Context: an optimization exercise on an open-source flow, tuned for small area and a short achievable clock period. The choices shown serve that exercise and are no tape-out recipe. Where RTL was checked, it was by simulation tests only, not by an equivalence proof against the original. No functional check of the RTL was part of run 2.

## flow/design.v (module list and top-level ports; edited modules follow where they fit)
// module ml_demodulator: 2966 lines
module ml_demodulator(
    i_clk,
    i_reset,
    i_trig,
    i_y_hat,
    i_r,
    i_rd_rdy,
    o_rd_vld,
    o_llr,
    o_hard_bit
);
  // ...
==> flow/run.sh <==
#!/bin/bash
# synth_recipe.tcl (not shown) runs the flow's synth.tcl, then flattens the netlist and writes it again
# the make line also repeats each setting of config.mk as NAME=value (left out here)
make -C /OpenROAD-flow-scripts/flow DESIGN_CONFIG=/design/flow/config.mk WORK_HOME=/design/flow/orfs CLKGATE_MAP_FILE= SYNTH_SCRIPT=/design/flow/synth_recipe.tcl finish
==> flow/config.mk <==
export PLATFORM = sky130hd
export DESIGN_NAME = ml_demodulator
export DESIGN_NICKNAME = ml_demodulator
export VERILOG_FILES = /design/flow/design.v
export SDC_FILE = /design/flow/constraint.sdc
export NUM_CORES = 8
export LEC_CHECK = 0
export CAP_MARGIN = 20
export CORE_MARGIN = 2
export CORE_UTILIZATION = 40
export SLEW_MARGIN = 20
==> flow/constraint.sdc <==
create_clock -name core_clock -period 11.0 [get_ports {i_clk}]
set_input_delay 2.2000 -clock core_clock [delete_from_list [all_inputs] [get_ports {i_clk}]]
set_output_delay 2.2000 -clock core_clock [all_outputs]
set_load 0.01 [all_outputs]
==> run notes, run 1 <==
RSZ-0062 raised after global routing=false; Post-route DRC=0; largest net degree at the start of global routing=174; cts-stage hold buffer count=0; mux cell area share after synthesis=under 10%; Clk pin slew, worst setup/hold paths=~70 ps; area of the multi-input gates=between 100,000 and 150,000 sq um; reg-to-reg slack, setup=3390 ps; Synth Area in Adders=23.5%; Crit Path Max Fanout=15; FF-to-FF Start=i_r_04[1]; post-synth top area cell=dfrtp_1; CP Depth=13; status=finished clean; Largest register FFs=between 1,000 and 1,500; fin. max-slew vios=0; commonest non-fill, non-tap cell in the layout=nand2_1; WL met2=between 300,000 and 400,000 um; WL final=about 900,000 um; Peak Freq=about 110 MHz; Top Ports=between 400 and 500; Worst Setup End Kind=primary output; Setup WS post-layout=roughly 1900 ps; number of flip-flops and latches=a little over 2,000; worst setup path endpoint=o_llr[4]; worst-margin pin slew=about 1400 ps; gp weighted congestion=1.08; asr flop ratio synth=100%; Leading cell kind=multi-input combinational cells; CP cell instances=inv_1 -> nor2_1 -> nand2_1 -> nor2_2 -> nor4_1 -> nand4_1 -> nor4_1 -> nand3_1 -> a2111oi_4 -> buf_4 -> a21oi_1 -> nor2_1 -> clkdlybuf4s50_1
==> inputs of run 2 (changes only) <==
==> flow/design.v (replaced) <==
module ml_demodulator_lane #(parameter LANE = 0) (
    input             clk,
    input             bwe,         
    input             rb,          
    input             sen,         
    input      [1:0]  sk,          
    input      [1:0]  sp,          
    input      [3:0]  ev,          
    input      [10:0] t_s, t_c,    
    input      [10:0] dpos, dneg,  
    input      [1:0]  sel_j,       
    output reg [5:0]  s_out,
    output     [10:0] p1,
    output     [7:0]  s1
);
    localparam EV_L4 = 4'd1, EV_C1 = 4'd2, EV_C2 = 4'd3, EV_CA = 4'd4, EV_CB = 4'd5,
               EV_C3 = 4'd6, EV_C4 = 4'd7, EV_IT = 4'd8, EV_C5 = 4'd9, EV_D1 = 4'd10,
               EV_D2 = 4'd11, EV_D3 = 4'd12, EV_C31 = 4'd13;
    reg  [10:0] s_temp [0:3];
    reg  [10:0] min_PED_1st, min_PED_2nd, min_PED_3rd, min_PED_temp, min_PED_temp2;
    reg  [1:0]  d1_76, d2_76, d3_76;
    reg  [3:0]  d1_h, d2_h, d3_h, dt_h, dt2_h;      
    reg         d1_0, d2_0, d3_0, dt_0, dt2_0;      
    wire [7:0]  s_fianl_1st   = {d1_76, d1_h, LANE[0], d1_0};
    wire [7:0]  s_fianl_2nd   = {d2_76, d2_h, LANE[0], d2_0};
    wire [7:0]  s_fianl_3rd   = {d3_76, d3_h, LANE[0], d3_0};
    wire [7:0]  s_final_temp  = {2'b00, dt_h, LANE[0], dt_0};
    wire [7:0]  s_final_temp2 = {2'b00, dt2_h, LANE[0], dt2_0};
    assign p1 = min_PED_1st;
    assign s1 = s_fianl_1st;
    always @(*) begin
        case (sel_j)
            2'd0: s_out = s_fianl_1st[5:0];
            2'd1: s_out = s_fianl_2nd[5:0];
            default: s_out = s_fianl_3rd[5:0];
        endcase
    end
    reg [10:0] b_s, b_c;
    always @(posedge clk) if (bwe) begin b_s <= t_s; b_c <= t_c; end
    wire [10:0] rx = rb ? dneg : dpos;
    wire [10:0] e  = b_s + b_c + ~rx + 11'd1;
    wire [9:0]  ae = e[10] ? (~e[9:0] + 10'd1) : e[9:0];    
    reg  [9:0]  u;
    always @(posedge clk) u <= ae;
    wire [19:0] sq_diag;
    genvar gi;
    generate
        for (gi = 0; gi < 10; gi = gi + 1) begin : g_diag
            assign sq_diag[2*gi] = u[gi];
            assign sq_diag[2*gi+1] = 1'b0;
        end
    endgenerate
    wire [19:0] sq_r0 = ({10'd0, u[9:1] & {9{u[0]}}} << 2);
    wire [19:0] sq_r1 = ({10'd0, u[9:2] & {8{u[1]}}} << 4);
    wire [19:0] sq_r2 = ({10'd0, u[9:3] & {7{u[2]}}} << 6);
    wire [19:0] sq_r3 = ({10'd0, u[9:4] & {6{u[3]}}} << 8);
    wire [19:0] sq_r4 = ({10'd0, u[9:5] & {5{u[4]}}} << 10);
    wire [19:0] sq_r5 = ({10'd0, u[9:6] & {4{u[5]}}} << 12);
    wire [19:0] sq_r6 = ({10'd0, u[9:7] & {3{u[6]}}} << 14);
    wire [19:0] sq_r7 = ({10'd0, u[9:8] & {2{u[7]}}} << 16);
    wire [19:0] sq_r8 = ({10'd0, u[9:9] & {1{u[8]}}} << 18);
    wire [19:0] sqt_s1 = sq_diag ^ sq_r0 ^ sq_r1;
    wire [19:0] sqt_m1 = (sq_diag & sq_r0) | (sq_diag & sq_r1) | (sq_r0 & sq_r1);
    wire [19:0] sqt_c1 = {sqt_m1[18:0], 1'b0};
    wire [19:0] sqt_s2 = sq_r2 ^ sq_r3 ^ sq_r4;
    wire [19:0] sqt_m2 = (sq_r2 & sq_r3) | (sq_r2 & sq_r4) | (sq_r3 & sq_r4);
    wire [19:0] sqt_c2 = {sqt_m2[18:0], 1'b0};
    wire [19:0] sqt_s3 = sq_r5 ^ sq_r6 ^ sq_r7;
    wire [19:0] sqt_m3 = (sq_r5 & sq_r6) | (sq_r5 & sq_r7) | (sq_r6 & sq_r7);
    wire [19:0] sqt_c3 = {sqt_m3[18:0], 1'b0};
    wire [19:0] sqt_s4 = sqt_s1 ^ sqt_c1 ^ sqt_s2;
    wire [19:0] sqt_m4 = (sqt_s1 & sqt_c1) | (sqt_s1 & sqt_s2) | (sqt_c1 & sqt_s2);
    wire [19:0] sqt_c4 = {sqt_m4[18:0], 1'b0};
    wire [19:0] sqt_s5 = sqt_c2 ^ sqt_s3 ^ sqt_c3;
    wire [19:0] sqt_m5 = (sqt_c2 & sqt_s3) | (sqt_c2 & sqt_c3) | (sqt_s3 & sqt_c3);
    wire [19:0] sqt_c5 = {sqt_m5[18:0], 1'b0};
    wire [19:0] sqt_s6 = sqt_s4 ^ sqt_c4 ^ sqt_s5;
    wire [19:0] sqt_m6 = (sqt_s4 & sqt_c4) | (sqt_s4 & sqt_s5) | (sqt_c4 & sqt_s5);
    wire [19:0] sqt_c6 = {sqt_m6[18:0], 1'b0};
    wire [19:0] sqt_s7 = sqt_s6 ^ sqt_c6 ^ sqt_c5;
    wire [19:0] sqt_m7 = (sqt_s6 & sqt_c6) | (sqt_s6 & sqt_c5) | (sqt_c6 & sqt_c5);
    wire [19:0] sqt_c7 = {sqt_m7[18:0], 1'b0};
    wire [19:0] sqt_s8 = sqt_s7 ^ sqt_c7 ^ sq_r8;
    wire [19:0] sqt_m8 = (sqt_s7 & sqt_c7) | (sqt_s7 & sq_r8) | (sqt_c7 & sq_r8);
    wire [19:0] sqt_c8 = {sqt_m8[18:0], 1'b0};
    wire [9:0] sq_lo = {1'b0, sqt_s8[8:0]} + {1'b0, sqt_c8[8:0]};
    reg  [10:0] q_s, q_c;
    reg         q_ci;
    always @(posedge clk) begin
        q_s  <= sqt_s8[19:9];
        q_c  <= sqt_c8[19:9];
        q_ci <= sq_lo[9];
    end
    reg  [10:0] pa;
    always @(*) begin
        case (sp)
            2'd0: pa = 11'd0;
            2'd1: pa = min_PED_1st;
            2'd2: pa = min_PED_2nd;
            default: pa = min_PED_3rd;
        endcase
    end
    wire [10:0] a1 = sk[1] ? (sk[0] ? s_temp[1] : s_temp[0]) : pa;
    wire [10:0] a2 = sk[0] ? s_temp[3] : s_temp[2];
    wire [10:0] x1s = a1 ^ q_s ^ q_c;
    wire [10:0] x1m = (a1 & q_s) | (a1 & q_c) | (q_s & q_c);
    wire [10:0] x2s = a2 ^ q_s ^ q_c;
    wire [10:0] x2m = (a2 & q_s) | (a2 & q_c) | (q_s & q_c);
    wire [10:0] o1 = x1s + {x1m[9:0], 1'b0} + {10'd0, q_ci};
    wire [10:0] o2 = x2s + {x2m[9:0], 1'b0} + {10'd0, q_ci};
    always @(posedge clk) if (sen) begin
        case (sk)
            2'd0: begin s_temp[0] <= o1; s_temp[1] <= o1; end
            2'd1: begin s_temp[2] <= o1; s_temp[3] <= o1; end
            2'd2: begin s_temp[0] <= o1; s_temp[2] <= o2; end
            default: begin s_temp[1] <= o1; s_temp[3] <= o2; end
        endcase
    end
    wire lt01 = s_temp[0] < s_temp[1], lt02 = s_temp[0] < s_temp[2], lt03 = s_temp[0] < s_temp[3];
    wire lt12 = s_temp[1] < s_temp[2], lt13 = s_temp[1] < s_temp[3], lt23 = s_temp[2] < s_temp[3];
    wire eq01 = s_temp[0] == s_temp[1], eq02 = s_temp[0] == s_temp[2], eq03 = s_temp[0] == s_temp[3];
    wire eq12 = s_temp[1] == s_temp[2], eq13 = s_temp[1] == s_temp[3], eq23 = s_temp[2] == s_temp[3];
    wire lt10 = ~lt01 & ~eq01, lt20 = ~lt02 & ~eq02, lt30 = ~lt03 & ~eq03;
    wire lt21 = ~lt12 & ~eq12, lt31 = ~lt13 & ~eq13, lt32 = ~lt23 & ~eq23;
    reg [1:0] C1_1st, C1_3rd, C1_temp;
    always @(*) begin
        C1_1st = 2'd0; C1_3rd = 2'd0; C1_temp = 2'd0;
        if(lt01 && lt02 && lt03)
        begin
        C1_1st = 2'd0;
        if(lt13 && lt23)
        begin
        C1_3rd = 2'd1;
        C1_temp = 2'd2;
        end
        else if(lt12 && lt32)
        begin
        C1_3rd = 2'd1;
        C1_temp = 2'd3;
        end
        else
        begin
        C1_3rd = 2'd2;
        C1_temp = 2'd3;
        end
        end
        else if(lt10 && lt12 && lt13)
        begin
        C1_1st = 2'd1;
        if(lt03 && lt23)
        begin
        C1_3rd = 2'd0;
        C1_temp = 2'd2;
        end
        else if(lt02 && lt32)
        begin
        C1_3rd = 2'd0;
        C1_temp = 2'd3;
        end
        else
        begin
        C1_3rd = 2'd2;
        C1_temp = 2'd3;
        end
        end
        else if(lt20 && lt21 && lt23)
        begin
        C1_1st = 2'd2;
        if(lt03 && lt13)
        begin
        C1_3rd = 2'd0;
        C1_temp = 2'd1;
        end
        else if(lt10 && lt03)
        begin
        C1_3rd = 2'd1;
        C1_temp = 2'd3;
        end
        else
        begin
        C1_3rd = 2'd0;
        C1_temp = 2'd3;
        end
        end
        else
        begin
        C1_1st = 2'd3;
        if(lt02 && lt12)
        begin
        C1_3rd = 2'd0;
        C1_temp = 2'd1;
        end
        else if(lt01 && lt21)
        begin
        C1_3rd = 2'd0;
        C1_temp = 2'd2;
        end
        else
        begin
        C1_3rd = 2'd2;
        C1_temp = 2'd1;
        end
        end
    end
    reg [1:0] C2_2nd, C2_temp2;
    always @(*) begin
        C2_2nd = 2'd0; C2_temp2 = 2'd0;
        if(lt01 && lt02 && lt03)
        begin
        C2_2nd = 2'd0;
        if(lt12 && lt13)
        begin
        C2_temp2 = 2'd1;
        end
        else if(lt21 && lt23)
        begin
        C2_temp2 = 2'd2;
        end
        else
        begin
        C2_temp2 = 2'd3;
        end
        end
        else if(lt10 && lt12 && lt13)
        begin
        C2_2nd = 2'd1;
        if(lt02 && lt03)
        begin
        C2_temp2 = 2'd0;
        end
        else if(lt20 && lt23)
        begin
        C2_temp2 = 2'd2;
        end
        else
        begin
        C2_temp2 = 2'd3;
        end
        end
        else if(lt20 && lt21 && lt23)
        begin
        C2_2nd = 2'd2;
        if(lt01 && lt03)
        begin
        C2_temp2 = 2'd0;
        end
        else if(lt10 && lt13)
        begin
        C2_temp2 = 2'd1;
        end
        else
        begin
        C2_temp2 = 2'd3;
        end
        end
        else
        begin
        C2_2nd = 2'd3;
        if(lt01 && lt02)
        begin
        C2_temp2 = 2'd0;
        end
        else if(lt10 && lt12)
        begin
        C2_temp2 = 2'd1;
        end
        else
        begin
        C2_temp2 = 2'd2;
        end
        end
    end
    reg [1:0] C3_1st, C3_temp;
    always @(*) begin
        C3_1st = 2'd0; C3_temp = 2'd0;
        if(lt01 && lt02 && lt03)
        begin
        C3_1st = 2'd0;
        if(lt12 && lt13)
        begin
        C3_temp = 2'd1;
        end
        else if(lt21 && lt23)
        begin
        C3_temp = 2'd2;
        end
        else
        begin
        C3_temp = 2'd3;
        end
        end
        else if(lt10 && lt12 && lt13)
        begin
        C3_1st = 2'd1;
        if(lt02 && lt03)
        begin
        C3_temp = 2'd0;
        end
        else if(lt20 && lt23)
        begin
        C3_temp = 2'd2;
        end
        else
        begin
        C3_temp = 2'd3;
        end
        end
        else if(lt20 && lt21 && lt23)
        begin
        C3_1st = 2'd2;
        if(lt01 && lt03)
        begin
        C3_temp = 2'd0;
        end
        else if(lt10 && lt13)
        begin
        C3_temp = 2'd1;
        end
        else
        begin
        C3_temp = 2'd3;
        end
        end
        else
        begin
        C3_1st = 2'd3;
        if(lt01 && lt02)
        begin
        C3_temp = 2'd0;
        end
        else if(lt10 && lt12)
        begin
        C3_temp = 2'd1;
        end
        else
        begin
        C3_temp = 2'd2;
        end
        end
    end
    reg [1:0] C4_2nd, C4_temp2;
    always @(*) begin
        C4_2nd = 2'd0; C4_temp2 = 2'd0;
        if(lt01 && lt02 && lt03)
        begin
        C4_2nd = 2'd0;
        if(lt12 && lt13)
        begin
        C4_temp2 = 2'd1;
        end
        else if(lt21 && lt23)
        begin
        C4_temp2 = 2'd2;
        end
        else
        begin
        C4_temp2 = 2'd3;
        end
        end
        else if(lt10 && lt12 && lt13)
        begin
        C4_2nd = 2'd1;
        if(lt02 && lt03)
        begin
        C4_temp2 = 2'd0;
        end
        else if(lt20 && lt23)
        begin
        C4_temp2 = 2'd2;
        end
        else
        begin
        C4_temp2 = 2'd3;
        end
        end
        else if(lt20 && lt21 && lt23)
        begin
        C4_2nd = 2'd2;
        if(lt01 && lt03)
        begin
        C4_temp2 = 2'd0;
        end
        else if(lt10 && lt13)
        begin
        C4_temp2 = 2'd1;
        end
        else
        begin
        C4_temp2 = 2'd3;
        end
        end
        else
        begin
        C4_2nd = 2'd3;
        if(lt01 && lt02)
        begin
        C4_temp2 = 2'd0;
        end
        else if(lt10 && lt12)
        begin
        C4_temp2 = 2'd1;
        end
        else
        begin
        C4_temp2 = 2'd2;
        end
        end
    end
    reg [1:0] C5_3rd, C5_temp2;
    always @(*) begin
        C5_3rd = 2'd0; C5_temp2 = 2'd0;
        if(lt01 && lt02 && lt03)
        begin
        C5_3rd = 2'd0;
        if(lt12 && lt13)
        begin
        C5_temp2 = 2'd1;
        end
        else if(lt21 && lt23)
        begin
        C5_temp2 = 2'd2;
        end
        else
        begin
        C5_temp2 = 2'd3;
        end
        end
        else if(lt10 && lt12 && lt13)
        begin
        C5_3rd = 2'd1;
        if(lt02 && lt03)
        begin
        C5_temp2 = 2'd0;
        end
        else if(lt20 && lt23)
        begin
        C5_temp2 = 2'd2;
        end
        else
        begin
        C5_temp2 = 2'd3;
        end
        end
        else if(lt20 && lt21 && lt23)
        begin
        C5_3rd = 2'd2;
        if(lt01 && lt03)
        begin
        C5_temp2 = 2'd0;
        end
        else if(lt10 && lt13)
        begin
        C5_temp2 = 2'd1;
        end
        else
        begin
        C5_temp2 = 2'd3;
        end
        end
        else
        begin
        C5_3rd = 2'd3;
        if(lt01 && lt02)
        begin
        C5_temp2 = 2'd0;
        end
        else if(lt10 && lt12)
        begin
        C5_temp2 = 2'd1;
        end
        else
        begin
        C5_temp2 = 2'd2;
        end
        end
    end
    reg [1:0] D1_1st;
    always @(*) begin
        D1_1st = 2'd0;
        if(lt01 && lt02 && lt03)
        begin
        D1_1st = 2'd0;
        end
        else if(lt10 && lt12 && lt13)
        begin
        D1_1st = 2'd1;
        end
        else if(lt20 && lt21 && lt23)
        begin
        D1_1st = 2'd2;
        end
        else
        begin
        D1_1st = 2'd3;
        end
    end
    reg [1:0] D2_2nd;
    always @(*) begin
        D2_2nd = 2'd0;
        if(lt01 && lt02 && lt03)
        begin
        D2_2nd = 2'd0;
        end
        else if(lt10 && lt12 && lt13)
        begin
        D2_2nd = 2'd1;
        end
        else if(lt20 && lt21 && lt23)
        begin
        D2_2nd = 2'd2;
        end
        else
        begin
        D2_2nd = 2'd3;
        end
    end
    reg [1:0] D3_3rd;
    always @(*) begin
        D3_3rd = 2'd0;
        if(lt01 && lt02 && lt03)
        begin
        D3_3rd = 2'd0;
        end
        else if(lt10 && lt12 && lt13)
        begin
        D3_3rd = 2'd1;
        end
        else if(lt20 && lt21 && lt23)
        begin
        D3_3rd = 2'd2;
        end
        else
        begin
        D3_3rd = 2'd3;
        end
    end
    reg  [1:0] iM, iX2, iX3;
    reg  [4:0] par;         
    reg        f32;         
    always @(*) begin
        iM = D1_1st; iX2 = C2_temp2; iX3 = C1_temp;
        par = {d1_h, d1_0}; f32 = 1'b0;
        case (ev)
            EV_L4: begin iM = LANE ? 2'd2 : 2'd0; iX2 = LANE ? 2'd3 : 2'd1; end
            EV_C1: begin iM = C1_1st; iX2 = C1_3rd; f32 = 1'b1; end
            EV_C2: begin iM = C2_2nd; iX2 = C2_temp2; par = {d2_h, d2_0}; f32 = 1'b1; end
            EV_C3: begin iM = C3_1st; iX2 = C3_temp; end
            EV_C4: begin iM = C4_2nd; iX2 = C4_temp2; par = {d2_h, d2_0}; end
            EV_C5: begin iM = C5_3rd; iX2 = C5_temp2; par = {d3_h, d3_0}; end
            EV_D2: begin iM = D2_2nd; par = {d2_h, d2_0}; end
            EV_D3: begin iM = D3_3rd; par = {d3_h, d3_0}; end
            default: ;
        endcase
    end
    wire [10:0] vM  = s_temp[iM];
    wire [10:0] vX2 = s_temp[iX2];
    wire [10:0] vX3 = s_temp[iX3];
    wire [4:0]  nM  = f32 ? {par[4:3], iM,  par[0]} : {iM,  par[2:1], par[0]};
    wire [4:0]  nX2 = f32 ? {par[4:3], iX2, par[0]} : {iX2, par[2:1], par[0]};
    wire [4:0]  nX3 = {par[4:3], iX3, par[0]};
    wire        mIT = (ev == EV_IT);
    wire        mCB = (ev == EV_CB);
    wire [10:0] mA = min_PED_1st, mB = min_PED_2nd;
    wire [10:0] mC = mIT ? min_PED_temp : min_PED_3rd;
    wire [10:0] mT = mCB ? min_PED_temp : min_PED_temp2;
    wire [4:0]  mS = mCB ? {dt_h, dt_0} : {dt2_h, dt2_0};
    wire gAB = mB < mA, gAC = mC < mA, gBA = mA < mB, gBC = mC < mB, gCA = mA < mC, gCB = mB < mC;
    wire amax = gAB & gAC, bmax = gBA & gBC, cmax = gCA & gCB;
    wire repA = amax & (mT < mA);
    wire repB = ~amax & bmax & (mT < mB);
    wire repC = ~amax & ~bmax & cmax & (mT < mC);
    wire c31a = gAB & gCB;            
    wire c31b = ~c31a & gAC & gBC;    
    always @(posedge clk) begin
        case (ev)
            EV_L4: begin
                min_PED_1st <= vM; min_PED_2nd <= vX2;
                {d1_h, d1_0} <= 5'b00000; {d2_h, d2_0} <= 5'b00001;
            end
            EV_C1: begin
                min_PED_1st <= vM;  {d1_h, d1_0} <= nM;
                min_PED_3rd <= vX2; {d3_h, d3_0} <= nX2;
                min_PED_temp <= vX3; {dt_h, dt_0} <= nX3;
            end
            EV_C2, EV_C4: begin
                min_PED_2nd <= vM;    {d2_h, d2_0} <= nM;
                min_PED_temp2 <= vX2; {dt2_h, dt2_0} <= nX2;
            end
            EV_C3: begin
                min_PED_1st <= vM;   {d1_h, d1_0} <= nM;
                min_PED_temp <= vX2; {dt_h, dt_0} <= nX2;
            end
            EV_C5: begin
                min_PED_3rd <= vM;    {d3_h, d3_0} <= nM;
                min_PED_temp2 <= vX2; {dt2_h, dt2_0} <= nX2;
            end
            EV_D1: begin min_PED_1st <= vM; d1_76 <= iM; end
            EV_D2: begin min_PED_2nd <= vM; d2_76 <= iM; end
            EV_D3: begin min_PED_3rd <= vM; d3_76 <= iM; end
            EV_CA, EV_CB, EV_IT: begin
                if (repA) begin min_PED_1st <= mT; {d1_h, d1_0} <= mS; end
                if (repB) begin min_PED_2nd <= mT; {d2_h, d2_0} <= mS; end
                if (repC & mIT) begin min_PED_temp <= mT; {dt_h, dt_0} <= mS; end
                if (repC & ~mIT) begin min_PED_3rd <= mT; {d3_h, d3_0} <= mS; end
            end
            EV_C31: begin
                if (c31a) begin min_PED_1st <= min_PED_2nd; {d1_76, d1_h, d1_0} <= {d2_76, d2_h, d2_0}; end
                if (c31b) begin min_PED_1st <= min_PED_3rd; {d1_76, d1_h, d1_0} <= {d3_76, d3_h, d3_0}; end
            end
            default: ;
        endcase
    end
endmodule
module ml_demodulator(
    i_clk,
    i_reset,
    i_trig,
    i_y_hat,
    i_r,
    i_rd_rdy,
    o_rd_vld,
    o_llr,
    o_hard_bit
);
    input i_clk;
    input i_reset;
    input i_trig;
    input [159:0] i_y_hat;
    input [319:0] i_r;
    input i_rd_rdy;
    output o_rd_vld;
    output [7:0] o_llr;
    output o_hard_bit;
    reg [10:0] y4i, y4r, y3i, y3r, y2i, y2r, y1i, y1r;
    reg [10:0] r44, im34, re34, im24, re24, im14, re14, r33, im23, re23, im13, re13, r22, im12, re12, r11;
    always @(posedge i_clk) if (i_trig) begin
        y4i <= i_y_hat[159:149]; y4r <= i_y_hat[139:129];
        y3i <= i_y_hat[119:109]; y3r <= i_y_hat[ 99: 89];
        y2i <= i_y_hat[ 79: 69]; y2r <= i_y_hat[ 59: 49];
        y1i <= i_y_hat[ 39: 29]; y1r <= i_y_hat[ 19:  9];
        r44 <= i_r[319:309];
        im34 <= i_r[299:289];
        re34 <= i_r[279:269];
        im24 <= i_r[259:249];
        re24 <= i_r[239:229];
        im14 <= i_r[219:209];
        re14 <= i_r[199:189];
        r33 <= i_r[179:169];
        im23 <= i_r[159:149];
        re23 <= i_r[139:129];
        im13 <= i_r[119:109];
        re13 <= i_r[99:89];
        r22 <= i_r[79:69];
        im12 <= i_r[59:49];
        re12 <= i_r[39:29];
        r11 <= i_r[19:9];
    end
    reg       busy;
    reg [5:0] cyc;
    always @(posedge i_clk or posedge i_reset) begin
        if (i_reset) begin
            busy <= 1'b0;
            cyc  <= 6'd0;
        end else if (i_trig) begin
            busy <= 1'b1;
            cyc  <= 6'd0;
        end else if (busy) begin
            cyc  <= cyc + 6'd1;
            if (cyc == 6'd55) busy <= 1'b0;
        end
    end
    reg [25-1:0] cw_next, cw;
    always @(*) begin
        cw_next = 25'h1800;
        if (busy) begin
            case (cyc)
            6'd0: cw_next = 25'h112000;
            6'd1: cw_next = 25'h8bc00;
            6'd2: cw_next = 25'h180200;
            6'd3: cw_next = 25'h680;
            6'd4: cw_next = 25'h839b00;
            6'd5: cw_next = 25'h900380;
            6'd6: cw_next = 25'h880c02;
            6'd7: cw_next = 25'h980220;
            6'd8: cw_next = 25'ha00ea0;
            6'd9: cw_next = 25'hb00320;
            6'd10: cw_next = 25'ha80fa0;
            6'd11: cw_next = 25'hb80244;
            6'd12: cw_next = 25'h226c0;
            6'd13: cw_next = 25'h1b340;
            6'd14: cw_next = 25'h4c3c0;
            6'd15: cw_next = 25'h45006;
            6'd16: cw_next = 25'h61008;
            6'd17: cw_next = 25'ha;
            6'd18: cw_next = 25'h1000800;
            6'd19: cw_next = 25'h1176000;
            6'd20: cw_next = 25'h10efc00;
            6'd21: cw_next = 25'h1180220;
            6'd22: cw_next = 25'h1200ea0;
            6'd23: cw_next = 25'h1300320;
            6'd24: cw_next = 25'h1280fa0;
            6'd25: cw_next = 25'h138024c;
            6'd26: cw_next = 25'h1400ec0;
            6'd27: cw_next = 25'h1500340;
            6'd28: cw_next = 25'h1480fc0;
            6'd29: cw_next = 25'h158026e;
            6'd30: cw_next = 25'h326f0;
            6'd31: cw_next = 25'h2b370;
            6'd32: cw_next = 25'h5c3f0;
            6'd33: cw_next = 25'h55012;
            6'd34: cw_next = 25'h79008;
            6'd35: cw_next = 25'ha;
            6'd36: cw_next = 25'h1800800;
            6'd37: cw_next = 25'h1900000;
            6'd38: cw_next = 25'h1880c00;
            6'd39: cw_next = 25'h1980220;
            6'd40: cw_next = 25'h1a00ea0;
            6'd41: cw_next = 25'h1b00320;
            6'd42: cw_next = 25'h1a80fa0;
            6'd43: cw_next = 25'h1b80254;
            6'd44: cw_next = 25'h1c00ec0;
            6'd45: cw_next = 25'h1d00340;
            6'd46: cw_next = 25'h1c80fc0;
            6'd47: cw_next = 25'h1d80276;
            6'd48: cw_next = 25'h6e0;
            6'd49: cw_next = 25'h360;
            6'd50: cw_next = 25'h3e0;
            6'd51: cw_next = 25'h18;
            6'd52: cw_next = 25'h1a;
            6'd53: cw_next = 25'h0;
            6'd54: cw_next = 25'h1;
            6'd55: cw_next = 25'h1800;
                default: cw_next = 25'h1800;
            endcase
        end
    end
    always @(posedge i_clk) cw <= cw_next;
    wire [1:0] k_lay = cw[24:23];
    wire [1:0] k_j = cw[22:21];
    wire [0:0] k_lane = cw[20:20];
    wire [0:0] k_part = cw[19:19];
    wire [3:0] k_fld = cw[18:15];
    wire [2:0] k_slot = cw[14:12];
    wire [0:0] k_bwe = cw[11:11];
    wire [0:0] k_rb = cw[10:10];
    wire [0:0] k_sen = cw[9:9];
    wire [1:0] k_sk = cw[8:7];
    wire [1:0] k_sp = cw[6:5];
    wire [3:0] k_ev = cw[4:1];
    wire [0:0] k_fin = cw[0:0];
    reg [10:0] cwp;     
    always @(posedge i_clk) cwp <= {k_bwe, k_rb, k_sen, k_sk, k_sp, k_ev};
    reg [10:0] cx;
    always @(*) begin
        case (k_fld)
            4'd0: cx = r44;
            4'd1: cx = im34;
            4'd2: cx = re34;
            4'd3: cx = im24;
            4'd4: cx = re24;
            4'd5: cx = im14;
            4'd6: cx = re14;
            4'd7: cx = r33;
            4'd8: cx = im23;
            4'd9: cx = re23;
            4'd10: cx = im13;
            4'd11: cx = re13;
            4'd12: cx = r22;
            4'd13: cx = im12;
            4'd14: cx = re12;
            4'd15: cx = r11;
            default: cx = 11'd0;
        endcase
    end
    wire [10:0] cx1 = {cx[10], cx[10:1]};
    wire [10:0] cx3 = {{3{cx[10]}}, cx[10:3]};
    wire [10:0] cx4 = {{4{cx[10]}}, cx[10:4]};
    wire [10:0] cpos = cx1 + cx3 + cx4;
    wire [1:0]  ccor = {1'b0, ~cx[0]} + {1'b0, ~|cx[2:0]} + {1'b0, ~|cx[3:0]};
    wire        cmin = (cx == 11'h400);
    wire [10:0] cneg = cmin ? cpos : (~cx1 + ~cx3 + ~cx4 + {9'd0, ccor});
    reg [10:0] dP, dN, f1rP, f1rN, f1iP, f1iN, f2rP, f2rN, f2iP, f2iN, f3rP, f3rN, f3iP, f3iN;
    always @(posedge i_clk) begin
        case (k_slot)
            3'd1: begin dP   <= cpos; dN   <= cneg; end
            3'd2: begin f1rP <= cpos; f1rN <= cneg; end
            3'd3: begin f1iP <= cpos; f1iN <= cneg; end
            3'd4: begin f2rP <= cpos; f2rN <= cneg; end
            3'd5: begin f2iP <= cpos; f2iN <= cneg; end
            3'd6: begin f3rP <= cpos; f3rN <= cneg; end
            3'd7: begin f3iP <= cpos; f3iN <= cneg; end
            default: ;
        endcase
    end
    wire [5:0] s_n, s_p;
    wire [5:0] ts = (k_lay == 2'd1) ? {4'd0, k_lane, k_j[0]} : (k_lane ? s_p : s_n);
    wire a1s = k_part ? ts[0] : ts[1];
    wire b1s = k_part ? ts[1] : ts[0];
    wire a2s = k_part ? ts[2] : ts[3];
    wire b2s = k_part ? ts[3] : ts[2];
    wire a3s = k_part ? ts[4] : ts[5];
    wire b3s = k_part ? ts[5] : ts[4];
    wire g1 = (k_lay != 2'd0);
    wire g2 = k_lay[1];
    wire g3 = (k_lay == 2'd3);
    wire [10:0] va1 = {11{g1}} & (a1s ? f1rN : f1rP);
    wire [10:0] vb1 = {11{g1}} & (b1s ? f1iN : f1iP);
    wire [10:0] va2 = {11{g2}} & (a2s ? f2rN : f2rP);
    wire [10:0] vb2 = {11{g2}} & (b2s ? f2iN : f2iP);
    wire [10:0] va3 = {11{g3}} & (a3s ? f3rN : f3rP);
    wire [10:0] vb3 = {11{g3}} & (b3s ? f3iN : f3iP);
    reg  [10:0] t_y;
    always @(*) begin
        case ({k_lay, k_part})
            3'b000: t_y = y4r; 3'b001: t_y = y4i;
            3'b010: t_y = y3r; 3'b011: t_y = y3i;
            3'b100: t_y = y2r; 3'b101: t_y = y2i;
            3'b110: t_y = y1r; default: t_y = y1i;
        endcase
    end
    wire [10:0] t_a1 = ~va1, t_a2 = ~va2, t_a3 = ~va3;
    wire [10:0] t_b1 = k_part ? ~vb1 : vb1;
    wire [10:0] t_b2 = k_part ? ~vb2 : vb2;
    wire [10:0] t_b3 = k_part ? ~vb3 : vb3;
    wire [10:0] t_k  = k_part ? 11'd6 : 11'd3;
    wire [10:0] trt_s9 = t_y ^ t_a1 ^ t_a2;
    wire [10:0] trt_m9 = (t_y & t_a1) | (t_y & t_a2) | (t_a1 & t_a2);
    wire [10:0] trt_c9 = {trt_m9[9:0], 1'b0};
    wire [10:0] trt_s10 = t_a3 ^ t_b1 ^ t_b2;
    wire [10:0] trt_m10 = (t_a3 & t_b1) | (t_a3 & t_b2) | (t_b1 & t_b2);
    wire [10:0] trt_c10 = {trt_m10[9:0], 1'b0};
    wire [10:0] trt_s11 = trt_s9 ^ trt_c9 ^ trt_s10;
    wire [10:0] trt_m11 = (trt_s9 & trt_c9) | (trt_s9 & trt_s10) | (trt_c9 & trt_s10);
    wire [10:0] trt_c11 = {trt_m11[9:0], 1'b0};
    wire [10:0] trt_s12 = trt_c10 ^ t_b3 ^ t_k;
    wire [10:0] trt_m12 = (trt_c10 & t_b3) | (trt_c10 & t_k) | (t_b3 & t_k);
    wire [10:0] trt_c12 = {trt_m12[9:0], 1'b0};
    wire [10:0] trt_s13 = trt_s11 ^ trt_c11 ^ trt_s12;
    wire [10:0] trt_m13 = (trt_s11 & trt_c11) | (trt_s11 & trt_s12) | (trt_c11 & trt_s12);
    wire [10:0] trt_c13 = {trt_m13[9:0], 1'b0};
    wire [10:0] trt_s14 = trt_s13 ^ trt_c13 ^ trt_c12;
    wire [10:0] trt_m14 = (trt_s13 & trt_c13) | (trt_s13 & trt_c12) | (trt_c13 & trt_c12);
    wire [10:0] trt_c14 = {trt_m14[9:0], 1'b0};
    wire [10:0] p1_n, p1_p;
    wire [7:0]  s1_n, s1_p;
    ml_demodulator_lane #(.LANE(0)) lane_n (
        .clk(i_clk), .bwe(k_bwe & ~k_lane), .rb(k_rb), .sen(k_sen), .sk(k_sk), .sp(k_sp), .ev(k_ev),
        .t_s(trt_s14), .t_c(trt_c14), .dpos(dP), .dneg(dN),
        .sel_j(k_j), .s_out(s_n), .p1(p1_n), .s1(s1_n));
    ml_demodulator_lane #(.LANE(1)) lane_p (
        .clk(i_clk), .bwe(cwp[10] & k_lane), .rb(cwp[9]), .sen(cwp[8]), .sk(cwp[7:6]), .sp(cwp[5:4]), .ev(cwp[3:0]),
        .t_s(trt_s14), .t_c(trt_c14), .dpos(dP), .dneg(dN),
        .sel_j(k_j), .s_out(s_p), .p1(p1_p), .s1(s1_p));
    wire        fin  = busy & k_fin;
    wire        win  = (p1_n < p1_p);
    wire [7:0]  w_m  = win ? p1_n[8:1] : p1_p[8:1];
    wire [7:0]  w_s  = win ? s1_n : s1_p;
    reg  [7:0]  q_m [0:15];
    reg  [7:0]  q_sb [0:15];
    reg  [3:0]  wp, rp;
    reg  [4:0]  cnt;
    reg  [2:0]  oi;
    reg         vld;
    reg  [7:0]  llr;
    always @(posedge i_clk) if (fin) begin
        q_m[wp]  <= w_m;
        q_sb[wp] <= w_s;
    end
    wire [7:0] h_m  = q_m[rp];
    wire [7:0] h_s  = q_sb[rp];
    wire       h_b  = h_s[~oi];
    wire [7:0] h_l  = h_b ? (h_m - 8'h7f) : (8'h7f - h_m);
    wire       free = ~vld | i_rd_rdy;
    wire       avail = (cnt != 5'd0);
    wire       pop  = free & avail;
    wire       done = pop & (oi == 3'd7);
    always @(posedge i_clk or posedge i_reset) begin
        if (i_reset) begin
            wp <= 4'd0; rp <= 4'd0; cnt <= 5'd0; oi <= 3'd0; vld <= 1'b0;
        end else begin
            if (fin) wp <= wp + 4'd1;
            if (done) rp <= rp + 4'd1;
            cnt <= cnt + {4'd0, fin} - {4'd0, done};
            if (pop) oi <= oi + 3'd1;
            if (free) vld <= avail;
        end
    end
    always @(posedge i_clk) if (pop) llr <= h_l;
    assign o_rd_vld   = vld;
    assign o_llr      = llr;
    assign o_hard_bit = llr[7];
endmodule
==> flow/config.mk (replaced) <==
export PLATFORM = sky130hd
export DESIGN_NAME = ml_demodulator
export DESIGN_NICKNAME = ml_demodulator
export VERILOG_FILES = /design/flow/design.v
export SDC_FILE = /design/flow/constraint.sdc
export NUM_CORES = 8
export LEC_CHECK = 0
export ABC_CLOCK_PERIOD_IN_PS = 3000
export CAP_MARGIN = 20
export CORE_MARGIN = 2
export CORE_UTILIZATION = 40
export SETUP_SLACK_MARGIN = 5
export SLEW_MARGIN = 20
==> run 2 against run 1 <==
  * First-iteration DRC count down 85%
  * Worst hold slack worse by 130 ps
  * Critical path depth up 7
  * Core utilization up 2.1 points
  * Clock skew down 87 ps
  * Critical endpoint is now lane_p.b_s[10]
==> run notes, run 2 <==
fraction of layout cells with a size suffix above 1=under 10%; CP startpoint kind=flip-flop; CP Depth=20 (+7); RSZ-0062 raised after global routing=false; vias in the first global route=roughly 43,000; fin crit period=5730 ps; commonest non-fill, non-tap cell in the layout=edfxtp_1; final setup violating endpoints=0; hpwl dp=approximately 130,000 um; Crit Path Max Fanout=11 (-4); global route overflow=0; clk sinks=around 1,100; Worst Setup End Kind=flip-flop; Synth Cell Area=about 64,000 sq um; Buf/Inv on CP=2; Final Hold Fails=0; asr flop ratio synth=2.17% (-98 points); crit path kind=reg -> reg; CTS tree=done; placed cell count=7,591; core area=between 150,000 and 200,000 sq um; wire length per cell=about 22 um; DIE WIDTH=just over 400 um; most used cell along the critical path=xnor2_1; largest net degree at the start of global routing=129 (-26%); cts-stage hold buffer count=0 (unchanged); ys flop type=edfxtp_1; Vias=~44,000; clock skew=about 68 ps; Reg area=between 30,000 and 40,000 sq um; post-synthesis average cell area=approximately 12 sq um; DIE AREA=164,000 sq um; Hold Path Class=reg -> reg; slowest stage cell, crit path=dfxtp_1; Slew HR=a little over a quarter; commonest non-fill, non-tap cells in the layout=edfxtp_1 (982), ha_1 (495), inv_1 (488); H-tree depth=3; placement row count=around 150; gp weighted congestion=0.915 (-15%); Via density=between 5 and 6; CTS buffer count=approximately 120; Req. time, crit path=between 10,000 and 15,000 ps; Final period util=a little over half; final cell count without fillers=7,823; Top Ports=494 (unchanged); Peak Freq=174 MHz (+58%); initial antenna violation count=3; Syn-to-layout area delta=15.1%; Synth area leaders=edfxtp_1 (46%), ha_1 (9.7%), fa_1 (5.2%); Post-layout nets=6,794; crit-path leading delay family=XOR/XNOR gates; CP cell instances=mux2_2 -> mux4_2 -> mux2i_1 -> nor2_1 -> a21oi_1 -> buf_4 -> mux2i_1 -> nor2_1 -> xnor2_1 -> fa_1 -> inv_1 -> fa_1 -> fa_1 -> xor2_1 -> xnor2_1 -> xnor2_1 -> xnor2_1 -> xnor2_1 -> xnor2_1 -> xnor2_1; Root Driver=clkbuf_16; Post-synth EDFFs=a little under 1,000; Sum Neg Setup Slack=0 ps; Cell variety after synth=89; Hold Path Cell Cnt=0; Clk pin slew, worst setup/hold paths=60 ps (about the same); Max stage delay on crit path=640 ps; global-route wire length before repair=between 200,000 and 300,000 um; fin. max-slew vios=0 (unchanged); WL final=170,000 um (-81%); count leader, synth=edfxtp_1; Net Count, Synth=6,530; post-synth top area share=a little under half; First-pass DRT Iterations=5; top post-synthesis cells by count=edfxtp_1 (982), ha_1 (495), inv_1 (492), nand2_1 (350), nor2_1 (343); latest clock arrival within the worst-skew pair=just under 800 ps; CTS max path bufs=3; worst-margin pin slew=1110 ps (-254 ps); synthesized instance count=between 5,000 and 6,000; R2R cell count=20; Synth Warn #=5; Post-route DRC=0 (unchanged); # port buffers=~280; area of the multi-input gates=29,500 sq um (-78%); ANT cells=0; GRT Overall Usage=~21%; iteration-0 DRC count of the detailed router=3,678; post-synth top area cell=edfxtp_1; status=finished clean; Fillers=between 10,000 and 15,000; Seq cells post-synth=1,108; sequential area share after synthesis=about 50%; Critical Path AT=approximately 6300 ps; DIE HEIGHT=about 400 um; DRT antenna net count=0; largest registers=q_m: 128 flops, q_sb: 128 flops; maxcap violations=0; Initial Utilization=40.4%
[run 2: cell count changes after synthesis, sizes merged, moves of 1116 or more]
cell,change
ha,-1208
inv,-1617
o21ai,-1987
dfrtp,-2005
nor2,-1116
nand2,-2061
[run 2: what timing repair did]
action                     CTS  global route
pin swaps                    1             0
setup buffers                1             6
setup endpoints to repair   84            42
gates resized for setup     14            18
[run 2: path summary, 6_finish.rpt]
path / startpoint / endpoint / slack [ps]
worst min-delay path: cw[11] / cwp[10] / 350
max in group asynchronous: i_reset / rp[0] / 8790
worst max register to register: cw[21] / lane_p.b_s[10] / 5270
min in group asynchronous: i_reset / cyc[1] / 1850
worst max-delay path: cw[21] / lane_p.b_s[10] / 5270
worst min register to register: cw[11] / cwp[10] / 350
[run 2: kinds of logic after synthesis]
kind of cell | Yosys count | synth area share (%)
compound gates | 1159 | 11.9
simple gates | 1113 | 8.13
flops | 1108 | 50.1
fa+ha+maj | 662 | 14.9
buf+inv | 713 | 4.27
xor+xnor | 158 | 2.16
mux | 471 | 8.52
[run 2: cell type report]
class                      instances  area share [%]
inverter                         494            2.53
tap                             2072            3.51
clock inverter                    77            1.43
timing repair buffer             362            4.69
multi-input combinational       3563            40.0
sequential                      1108            43.5
clock buffer                     147            4.34
[run 2: worst reg2reg max path: cells and delay by family (launching register included)]
kind | cells | cell delay (ps)
xor gates and xnor gates | 8 | 1470
adders and majority gates | 3 | 1450
muxes | 4 | 1380
DFF | 1 | 640
buffers and inverters | 2 | 340
AOI/OAI and AO/OA | 1 | 140
and+or+nand+nor | 2 | 130
[run 2: stage by stage]
step                instance area [sq um]  setup WS, ps  util [%]  hold slack [ps]
floorplan                           64100          5180         -              324
global placement                    69300          4070      43.6              335
detailed placement                  69300          4130      43.7              334
CTS                                 73600          5000      46.4              350
global route                        73800          5010      46.5              361
finish                              73800          5270      46.5              352
[run 2: per-layer routing]
layer	global-route usage (%)	routed length (um)
met2	34.5	81600
met5	0	47
met1	28.3	75400
met3	2.73	8760
met4	5.58	4750

-- port drivers added, routing unchanged --
In the flow no input, the clock included, has a driving cell. The finished layouts below were timed again as built, in two steps.
Step 1: set_driving_cell puts a clkbuf_16 on i_clk and a buf_2 on each other input, an assumption about the parent block.
Step 2 also shifts input and output timing later by t, the mid clock arrival at the registers, as if the neighbouring blocks saw the same clock.
Three values: ideal, step 1, step 2; two values: the first two.
| run | t, ns | setup WS [ns] | worst register clock-pin slew, ns | worst slew at a driven data input, ns |
|---|---|---|---|---|
| run 1 | 1.125 | 1.931 / 1.822 / 2.947 | 0.10 / 0.10 | 0.09 |
| run 2 | 0.822 | 5.267 / 5.267 / 5.267 | 0.07 / 0.07 | 0.08 |
After both steps every run listed still meets setup and hold.
